From an optimization exercise on the open Yosys and OpenROAD flow, aimed at small area, a short achievable clock period and few clock cycles; shortcuts taken in it are not production practice. Function was checked by simulation only, so behaviour that the tests miss may differ from the original. No activity file was given, so power comes from the tool's default toggle rates.

Setup of violet:
Design milestone1, start of the top module:
module milestone1 (
		input logic clock,
		input logic Resetn,
		input logic Enable,
		output	logic [17:0] SRAM_address,
		output 	logic [15:0] SRAM_write_data,
		output	logic SRAM_we_n,
		input		logic [15:0] SRAM_read_data,
		output   logic M1_end
);
localparam [1:0] S_IDLE = 2'd0, S_BLK = 2'd1, S_FRM = 2'd2, S_DONE = 2'd3;
logic [1:0] state;
logic [2:0] pos;         
logic [7:0] col;         
logic [15:0] m;          
logic [17:0] rgb_addr;
logic first;             
logic [7:0] up0, up1, up2, up3, up4, up5;
logic [7:0] vp0, vp1, vp2, vp3, vp4, vp5;
logic [7:0] st;
logic [7:0] ylo;         
logic [7:0] py;
logic [9:0] pu, pv;
logic lsel;              
logic fsel, fsel2;       
logic [10:0] l_ha, l_hb, g_ha, g_hb;
logic l_lc, g_lc;
logic [9:0] f_ha, f_hb;
logic f_lc;
wire [7:0] in_hi = SRAM_read_data[15:8];
wire [7:0] in_lo = SRAM_read_data[7:0];
wire frm = (state == S_FRM);
wire tail = (col == 8'd160);
wire blk = (state == S_BLK);
wire [7:0] fa = fsel ? vp0 : up0;
wire [7:0] fb = fsel ? vp1 : up1;
wire [7:0] fc = fsel ? vp2 : up2;
wire [7:0] fd = fsel2 ? vp3 : up3;
wire [7:0] fe = fsel2 ? vp4 : up4;
wire [7:0] ff = fsel2 ? vp5 : up5;
  ...
Size: roughly 2000 cells after synthesis, roughly 300 flip-flops, roughly 55 I/O pins.
==> flow/config.mk <==
export PLATFORM = sky130hd
export DESIGN_NAME = milestone1
export DESIGN_NICKNAME = milestone1
export VERILOG_FILES = /design/flow/design.v
export SDC_FILE = /design/flow/constraint.sdc
export NUM_CORES = 4
export LEC_CHECK = 0
export CAP_MARGIN = 20
export CORE_MARGIN = 2
export CORE_UTILIZATION = 40
export CTS_CLUSTER_DIAMETER = 120
export CTS_CLUSTER_SIZE = 22
export GPL_ROUTABILITY_DRIVEN = 0
export GPL_TIMING_DRIVEN = 0
export SLEW_MARGIN = 20
==> flow/constraint.sdc <==
create_clock -name core_clock -period 20.0 [get_ports {clock}]
set_input_delay 4.0000 -clock core_clock [delete_from_list [all_inputs] [get_ports {clock}]]
set_output_delay 4.0000 -clock core_clock [all_outputs]
set_load 0.01 [all_outputs]
standard.sh (not shown) runs the stock make flow with config.mk's settings and CLKGATE_MAP_FILE= SYNTH_SCRIPT=/design/flow/synth_recipe.tcl, a recipe that flattens the netlist after the stock synthesis.
==> flow/flow/run.sh <==
#!/bin/bash
# Standard layout, with the port buffers made from buf_2 cells instead of the
# default delay-buffer cells, and timing repair aiming at a 14.9 ns setup margin.
export BUFFER_PORTS_ARGS="-buffer_cell sky130_fd_sc_hd__buf_2"
export SETUP_SLACK_MARGIN=14.9
bash standard.sh > standard.log 2>&1
Testbench counts of violet, summed over its fixed seeds: cycles 775,708.
Here is what was changed in the inputs of willow compared with violet.
Settings: GPL_TIMING_DRIVEN removed (was 0); GPL_ROUTABILITY_DRIVEN removed (was 0).
==> flow/flow/run.sh <==
#!/bin/bash
# Standard layout, with buf_2 port buffers, timing repair aiming at a 14.9 ns
# setup margin, and two-level sink clustering in the clock tree.
export BUFFER_PORTS_ARGS="-buffer_cell sky130_fd_sc_hd__buf_2"
export SETUP_SLACK_MARGIN=14.9
export CTS_ARGS="-sink_clustering_enable -repair_clock_nets -sink_clustering_size 22 -sink_clustering_max_diameter 120 -sink_clustering_levels 2"
bash standard.sh > standard.log 2>&1
Results
- willow finished all stages; the layout is clean.
- willow vs. violet: routing usage on met2 now sits lower, fraction of the mapped netlist area in simple logic gates closely matched the old numbers, layout cell share with drive strength beyond 1 went down by 0.46 points.
Modified inputs, zinc compared to willow
==> flow/flow/run.sh <==
#!/bin/bash
# Standard layout, with the port buffers made from buf_2 cells instead of the
# default delay-buffer cells, and timing repair aiming at a 14.9 ns setup margin.
export BUFFER_PORTS_ARGS="-buffer_cell sky130_fd_sc_hd__buf_2"
export SETUP_SLACK_MARGIN=14.9
bash standard.sh > standard.log 2>&1
zinc reached the final stage; the timing, design-rule and antenna checks on its layout passed.
Between willow and zinc, the difference in number of standard cells after synthesis is negligible.
Diff willow -> zinc: post-placement cell count barely changed; final worst setup slack barely changed; number of enable flip-flop cells after synthesis barely changed.
Summary of zinc over willow: total length of routed wires closely matched the old numbers; non-clock buffer instance count of the final layout closely matched the old numbers.
Comparing willow against zinc, there is no change at all in first-iteration DRC count.
As far as cell area goes, willow and zinc are indistinguishable; the numbers are identical.

* * *

run 1:
milestone1 again, from the RTL that the note above started with.
==> flow/config.mk <==
export PLATFORM = sky130hd
export DESIGN_NAME = milestone1
export DESIGN_NICKNAME = milestone1
export VERILOG_FILES = /design/flow/design.v
export SDC_FILE = /design/flow/constraint.sdc
export NUM_CORES = 4
export LEC_CHECK = 0
export CAP_MARGIN = 20
export CORE_MARGIN = 2
export CORE_UTILIZATION = 40
export CTS_CLUSTER_DIAMETER = 120
export CTS_CLUSTER_SIZE = 22
export SLEW_MARGIN = 20
==> flow/constraint.sdc <==
create_clock -name core_clock -period 20.0 [get_ports {clock}]
set_input_delay 4.0000 -clock core_clock [delete_from_list [all_inputs] [get_ports {clock}]]
set_output_delay 4.0000 -clock core_clock [all_outputs]
set_load 0.01 [all_outputs]
==> flow/flow/run.sh <==
#!/bin/bash
# Standard layout, with buf_2 port buffers, timing repair aiming at a 14.9 ns
# setup margin, and no extra buffers along the clock tree's branches.
export BUFFER_PORTS_ARGS="-buffer_cell sky130_fd_sc_hd__buf_2"
export SETUP_SLACK_MARGIN=14.9
export CTS_ARGS="-sink_clustering_enable -repair_clock_nets -sink_clustering_size 22 -sink_clustering_max_diameter 120 -distance_between_buffers 1000 -branching_point_buffers_distance 1000"
bash standard.sh > standard.log 2>&1
Having completed the whole flow, run 1 delivered a layout that passed the timing, design-rule and antenna checks.
Testbench counts of run 1, summed over its fixed seeds: cycles 775,708.
Input-level comparison between run 2 and run 1:
==> flow/flow/run.sh <==
#!/bin/bash
# Standard layout, with buf_2 port buffers, timing repair aiming at a 14.9 ns
# setup margin, and clock tree sinks clustered without a diameter limit.
export BUFFER_PORTS_ARGS="-buffer_cell sky130_fd_sc_hd__buf_2"
export SETUP_SLACK_MARGIN=14.9
export CTS_ARGS="-sink_clustering_enable -repair_clock_nets -sink_clustering_size 22 -sink_clustering_max_diameter 400 -clustering_unbalance_ratio 0.2"
bash standard.sh > standard.log 2>&1
Results
- Run 1 -> run 2: count of clock-net buffers in the final layout delta 0, exact match
- Across both runs, hold slack was lower for run 2 than for run 1.
- Run 2 gives less sum of routed wire segments on met1 than run 1 did.
- Summary of run 2 over run 1: worst setup slack now sits lower; clock latency of the later-clocked register in the worst-skew pair now sits at about the same level; fraction of area in registers now sits at about the same level.
- Switching power as a share of total power ends up lower on run 2.
#### Input delta (run 3 over run 2)
==> flow/flow/run.sh <==
#!/bin/bash
# Standard layout, with buf_2 port buffers, timing repair aiming at a 14.9 ns
# setup margin, and balanced clock tree levels.
export BUFFER_PORTS_ARGS="-buffer_cell sky130_fd_sc_hd__buf_2"
export SETUP_SLACK_MARGIN=14.9
export CTS_ARGS="-sink_clustering_enable -repair_clock_nets -sink_clustering_size 22 -sink_clustering_max_diameter 120 -balance_levels -num_static_layers 1"
bash standard.sh > standard.log 2>&1
==> notes.md <==
- Going from run 2 to run 3, transition time at the pin with the least slew margin fell by 0.024 ns, sequential share of cell area flat.
- Via count delta (run 3 -> run 2): insignificant
- For run 3, the startpoint of the most critical setup path was M1_end, unlike run 2, where it was SRAM_write_data[12].
- In the flow results for run 3 and run 2, the proportion of cell area spent on the clock network is smaller on run 2.
- Clock share of power delta for run 3 relative to run 2: 1.5 points higher
- Reported for run 3 and run 2, number of max-cap violations turned out identical to the last digit.
- On run 3: synthesis-to-finish area growth is 0.27 points higher than what run 2 gave.
- Compared with run 2, in run 3 setup slack did not really move, post-synthesis net count stayed essentially flat.
Here is what was changed in the inputs of run 4 compared with run 3.
==> flow/flow/run.sh <==
#!/bin/bash
# Standard layout, with the port buffers made from buf_2 cells instead of the
# default delay-buffer cells, and timing repair aiming at a 15.0 ns setup margin.
export BUFFER_PORTS_ARGS="-buffer_cell sky130_fd_sc_hd__buf_2"
export SETUP_SLACK_MARGIN=15.0
bash standard.sh > standard.log 2>&1
## What came out
Looking at the reports, run 4 completed the entire flow and the layout it produced met the timing, design-rule and antenna checks. Run 4 vs run 3 — growth of design area from synthesis to finish rose 0.30 points. Compared run 4 against run 3; number of non-clock inverters within noise. The pin count of the biggest net entering global routing of run 3 and that of run 4 are within noise of each other. The detailed-route wire length was comparable across run 4 and run 3. The sum of internal, switching and leakage power number comes out lower for run 4 vs run 3.
Setup changes, run 4 to run 5
Settings: TNS_END_PERCENT: unset -> 20.
-- flow/flow/run.sh --
<<< run 4, line 3
# default delay-buffer cells, and timing repair aiming at a 15.0 ns setup margin.
>>> run 5, line 3
# default delay-buffer cells, and timing repair aiming at a 14.9 ns setup margin.
<<< run 4, line 5
export SETUP_SLACK_MARGIN=15.0
>>> run 5, line 5
export SETUP_SLACK_MARGIN=14.9
Results
- Run 5 completed end to end with timing, DRC and antenna clean.
- Total net switching power, run 5 and run 4, higher one = run 5.
- Taking run 4 as the reference, in run 5 internal cell power went up; total of plain and repair buffers excluding clock buffers -1.5%; clock input transition at the sequential cells of the worst setup and hold paths barely changed; inverter count level.
- Looking at run 5 and run 4, the utilization after layout is a wash.
- Run 5 gives more minimum period implied by the final worst setup slack than run 4 did.

* * *

milestone1, a different RTL version from the one above (not shown whole).
For scale: roughly 300 flip-flops, roughly 55 I/O pins, ~21000 um^2 of cells after synthesis.
==> flow/config.mk <==
export PLATFORM = sky130hd
export DESIGN_NAME = milestone1
export DESIGN_NICKNAME = milestone1
export VERILOG_FILES = /design/flow/design.v
export SDC_FILE = /design/flow/constraint.sdc
export NUM_CORES = 4
export LEC_CHECK = 0
export CAP_MARGIN = 20
export CORE_MARGIN = 2
export CORE_UTILIZATION = 40
export CTS_CLUSTER_DIAMETER = 140
export CTS_CLUSTER_SIZE = 26
export SLEW_MARGIN = 20
==> flow/constraint.sdc <==
create_clock -name core_clock -period 20.0 [get_ports {clock}]
set_input_delay 4.0000 -clock core_clock [delete_from_list [all_inputs] [get_ports {clock}]]
set_output_delay 4.0000 -clock core_clock [all_outputs]
set_load 0.01 [all_outputs]
==> flow/flow/run.sh <==
#!/bin/bash
# Standard layout, with the port buffers made from buf_2 cells instead of the
# default delay-buffer cells, and timing repair aiming at a 14.9 ns setup margin.
export BUFFER_PORTS_ARGS="-buffer_cell sky130_fd_sc_hd__buf_2"
export SETUP_SLACK_MARGIN=14.9
bash standard.sh > standard.log 2>&1
The first run passed the timing, design-rule and antenna checks.
Testbench counts at the start, summed over its fixed seeds: cycles 775,708.
==> next run, changes <==
CTS_CLUSTER_DIAMETER = 120   (was 140)
CTS_CLUSTER_SIZE = 22   (was 26)
=> Wire length is about the same. Maximum frequency is about the same. Final area barely changes. Critical path depth does not change. Register-to-register slack hardly moves. Clock skew came out lower by 0.0092 ns. Die area stays the same. Setup slack improves by 0.0063 ns.

* * *

milestone1, a different RTL version from the one above (not shown whole).
Size in the first run: ~55 I/O pins, roughly 21,000 sq um of cells after synthesis.
==> flow/design.v (excerpt) <==
module milestone1 (
		input logic clock,
		input logic Resetn,
		input logic Enable,
		output	logic [17:0] SRAM_address,
		output 	logic [15:0] SRAM_write_data,
		output	logic SRAM_we_n,
		input		logic [15:0] SRAM_read_data,
		output   logic M1_end
);
localparam [1:0] S_IDLE = 2'd0, S_BLK = 2'd1, S_FRM = 2'd2, S_DONE = 2'd3;
logic [1:0] state;
logic [2:0] pos;         
logic [7:0] col;         
logic [15:0] m;          
logic [17:0] rgb_addr;
logic first;             
logic [7:0] up0, up1, up2, up3, up4, up5;
logic [7:0] vp0, vp1, vp2, vp3, vp4, vp5;
logic [7:0] st;
logic [7:0] ylo;         
logic [7:0] py;
logic [9:0] pu, pv;
logic lsel;              
logic fsel, fsel2;       
logic [7:0] b0reg;
logic [10:0] l_ha, l_hb, g_ha, g_hb;
logic l_lc, g_lc;
logic [9:0] f_ha, f_hb;
logic f_lc;
wire [7:0] in_hi = SRAM_read_data[15:8];
wire [7:0] in_lo = SRAM_read_data[7:0];
wire frm = (state == S_FRM);
wire tail = (col == 8'd160);
wire blk = (state == S_BLK);
wire [7:0] fa = fsel ? vp0 : up0;
wire [7:0] fb = fsel ? vp1 : up1;
wire [7:0] fc = fsel ? vp2 : up2;
wire [7:0] fd = fsel2 ? vp3 : up3;
wire [7:0] fe = fsel2 ? vp4 : up4;
wire [7:0] ff = fsel2 ? vp5 : up5;
wire [8:0] s1 = fa + ff;
wire [8:0] s2 = fb + fe;
wire [8:0] s3 = fc + fd;
wire ft_1;
wire ft_2;
assign ft_1 = s1[7] ^ s1[5];
assign ft_2 = s1[7] & s1[5];
wire ft_3;
wire ft_4;
assign ft_3 = s1[8] ^ s1[6];
assign ft_4 = s1[8] & s1[6];
wire ft_5;
wire ft_6;
assign ft_5 = s1[5] ^ s1[3];
assign ft_6 = s1[5] & s1[3];
wire ft_7;
wire ft_8;
assign ft_7 = s1[6] ^ s1[4] ^ s1[2];
  ...
clock: 20.0 ns
lec_check: 0
cap_margin: 20
core_margin: 2
core_utilization: 40
cts_cluster_diameter: 120
cts_cluster_size: 22
slew_margin: 20
==> flow/flow/run.sh <==
#!/bin/bash
# Standard layout, with the port buffers made from buf_2 cells instead of the
# default delay-buffer cells, and timing repair aiming at a 15.15 ns setup margin.
export BUFFER_PORTS_ARGS="-buffer_cell sky130_fd_sc_hd__buf_2"
export SETUP_SLACK_MARGIN=15.15
bash standard.sh > standard.log 2>&1
Testbench counts at the start, summed over its fixed seeds: cycles 775,708.
==> next run, changes <==
==> flow/flow/run.sh (replaced) <==
#!/bin/bash
# Standard layout, with the port buffers made from buf_2 cells instead of the
# default delay-buffer cells, and timing repair aiming at a 14.9 ns setup margin.
export BUFFER_PORTS_ARGS="-buffer_cell sky130_fd_sc_hd__buf_2"
export SETUP_SLACK_MARGIN=14.9
bash standard.sh > standard.log 2>&1
- CORE_UTILIZATION: 40 -> 55
Worst setup slack is better by 0.031 ns.
Power goes up slightly.
Die area came out lower by a quarter to a third.
Critical path depth does not change.
Routed wire length rose slightly.
Clock-buffer cell count went up by 1.
Cell area falls slightly.
Maximum frequency rises slightly.
Synthesized cell count does not change.
==> next run, changes <==
- CORE_UTILIZATION: 55 -> 40
Effect: The changed run ran to the end with no violations. Wire length fell by 1.1%. Synthesized area stays the same. Via count hardly moves. Synthesized cell count is unchanged. Global-route usage fell by 7.1 points. Cell count rose by 6.4%. First-iteration DRC count rose by 17%. Core utilization fell by 16 points. Setup slack is better by 0.025 ns. Sequential power hardly moves.

* * *

milestone1, a different RTL version from the one above (not shown whole).
For scale: ~310 flip-flops, roughly 55 I/O pins, roughly 21000 µm² of cells after synthesis.
## milestone1
module milestone1 (
		input logic clock,
		input logic Resetn,
		input logic Enable,
		output	logic [17:0] SRAM_address,
		output 	logic [15:0] SRAM_write_data,
		output	logic SRAM_we_n,
		input		logic [15:0] SRAM_read_data,
		output   logic M1_end
);
==> flow/config.mk <==
export PLATFORM = sky130hd
export DESIGN_NAME = milestone1
export DESIGN_NICKNAME = milestone1
export VERILOG_FILES = /design/flow/design.v
export SDC_FILE = /design/flow/constraint.sdc
export NUM_CORES = 4
export LEC_CHECK = 0
export CAP_MARGIN = 20
export CORE_MARGIN = 2
export CORE_UTILIZATION = 40
export SLEW_MARGIN = 20
==> flow/constraint.sdc <==
create_clock -name core_clock -period 20.0 [get_ports {clock}]
set_input_delay 4.0000 -clock core_clock [delete_from_list [all_inputs] [get_ports {clock}]]
set_output_delay 4.0000 -clock core_clock [all_outputs]
set_load 0.01 [all_outputs]
==> flow/flow/run.sh <==
#!/bin/bash
# Standard layout, with the port buffers made from buf_4 cells instead of the
# default delay-buffer cells, and timing repair aiming at a 15 ns setup margin.
export BUFFER_PORTS_ARGS="-buffer_cell sky130_fd_sc_hd__buf_4"
export SETUP_SLACK_MARGIN=15
bash standard.sh > standard.log 2>&1
The starting point completed without violations.
Testbench counts at the start, summed over its fixed seeds: cycles 774,748.
Change:
CTS_CLUSTER_DIAMETER = 120   (was not set)
CTS_CLUSTER_SIZE = 22   (was not set)
What happened: The changed run finished clean. Routed wire length shrinks by about 0.5%. Area after synthesis is unchanged. Final area falls by 2.7%. Synthesized cell count is unchanged. Worst setup slack barely changes. Power went down by about 15%.

[re-timing with driven ports]
In the flow no input, the clock included, has a driving cell. The finished layouts below were timed again as built, in two steps.
Step 1: set_driving_cell puts a clkbuf_16 on clock and a buf_2 on each other input, an assumption about the parent block.
Step 2 moves the port delays by t, midway between the first and last clock arrival at a register: inputs arrive t later, outputs are due t later. That takes back most of the time a late clock gives input paths.
a / b / c = no drivers / after step 1 / after step 2; a / b = the first two.
run	t (ns)	setup slack, ns	worst hold slack (ns)	clock arrival spread, ns	slew at the worst register clock pin (ns)
violet	0.594	14.918 / 14.857 / 14.718	0.447 / 0.447 / 0.447	0.023 / 0.024	0.10 / 0.10
willow	0.594	14.929 / 14.871 / 14.722	0.440 / 0.440 / 0.440	0.045 / 0.044	0.10 / 0.10
zinc	0.594	14.929 / 14.871 / 14.722	0.440 / 0.440 / 0.440	0.045 / 0.044	0.10 / 0.10
run 1	0.594	14.929 / 14.871 / 14.722	0.440 / 0.440 / 0.440	0.045 / 0.044	0.10 / 0.10
run 2	0.603	14.923 / 14.862 / 14.676	0.431 / 0.431 / 0.431	0.052 / 0.051	0.10 / 0.10
run 3	0.605	14.923 / 14.865 / 14.723	0.441 / 0.441 / 0.441	0.035 / 0.034	0.10 / 0.10
run 4	0.585	14.947 / 14.887 / 14.789	0.450 / 0.450 / 0.450	0.022 / 0.022	0.10 / 0.10
run 5	0.594	14.929 / 14.871 / 14.722	0.440 / 0.440 / 0.440	0.045 / 0.044	0.10 / 0.10
the first run of note 3	0.576	14.935 / 14.877 / 14.894	0.453 / 0.453 / 0.453	0.024 / 0.024	0.11 / 0.11
the second run of note 3	0.578	14.941 / 14.883 / 14.879	0.449 / 0.449 / 0.449	0.020 / 0.020	0.09 / 0.09
the first run of note 4	0.581	14.902 / 14.847 / 14.955	0.442 / 0.442 / 0.442	0.040 / 0.040	0.10 / 0.10
the second run of note 4	0.583	14.933 / 14.879 / 14.843	0.446 / 0.446 / 0.446	0.032 / 0.032	0.10 / 0.10
the third run of note 4	0.572	14.958 / 14.901 / 14.897	0.449 / 0.449 / 0.449	0.018 / 0.018	0.10 / 0.10
the first run of note 5	0.611	14.920 / 14.861 / 15.098	0.436 / 0.436 / 0.436	0.030 / 0.030	0.07 / 0.07
the second run of note 5	0.591	14.919 / 14.864 / 15.111	0.443 / 0.443 / 0.443	0.036 / 0.035	0.10 / 0.10
After both steps every run listed still meets setup and hold. For run 2, which loses most, drivers alone change the setup slack by -0.061 ns; drivers and shift together by -0.247 ns.
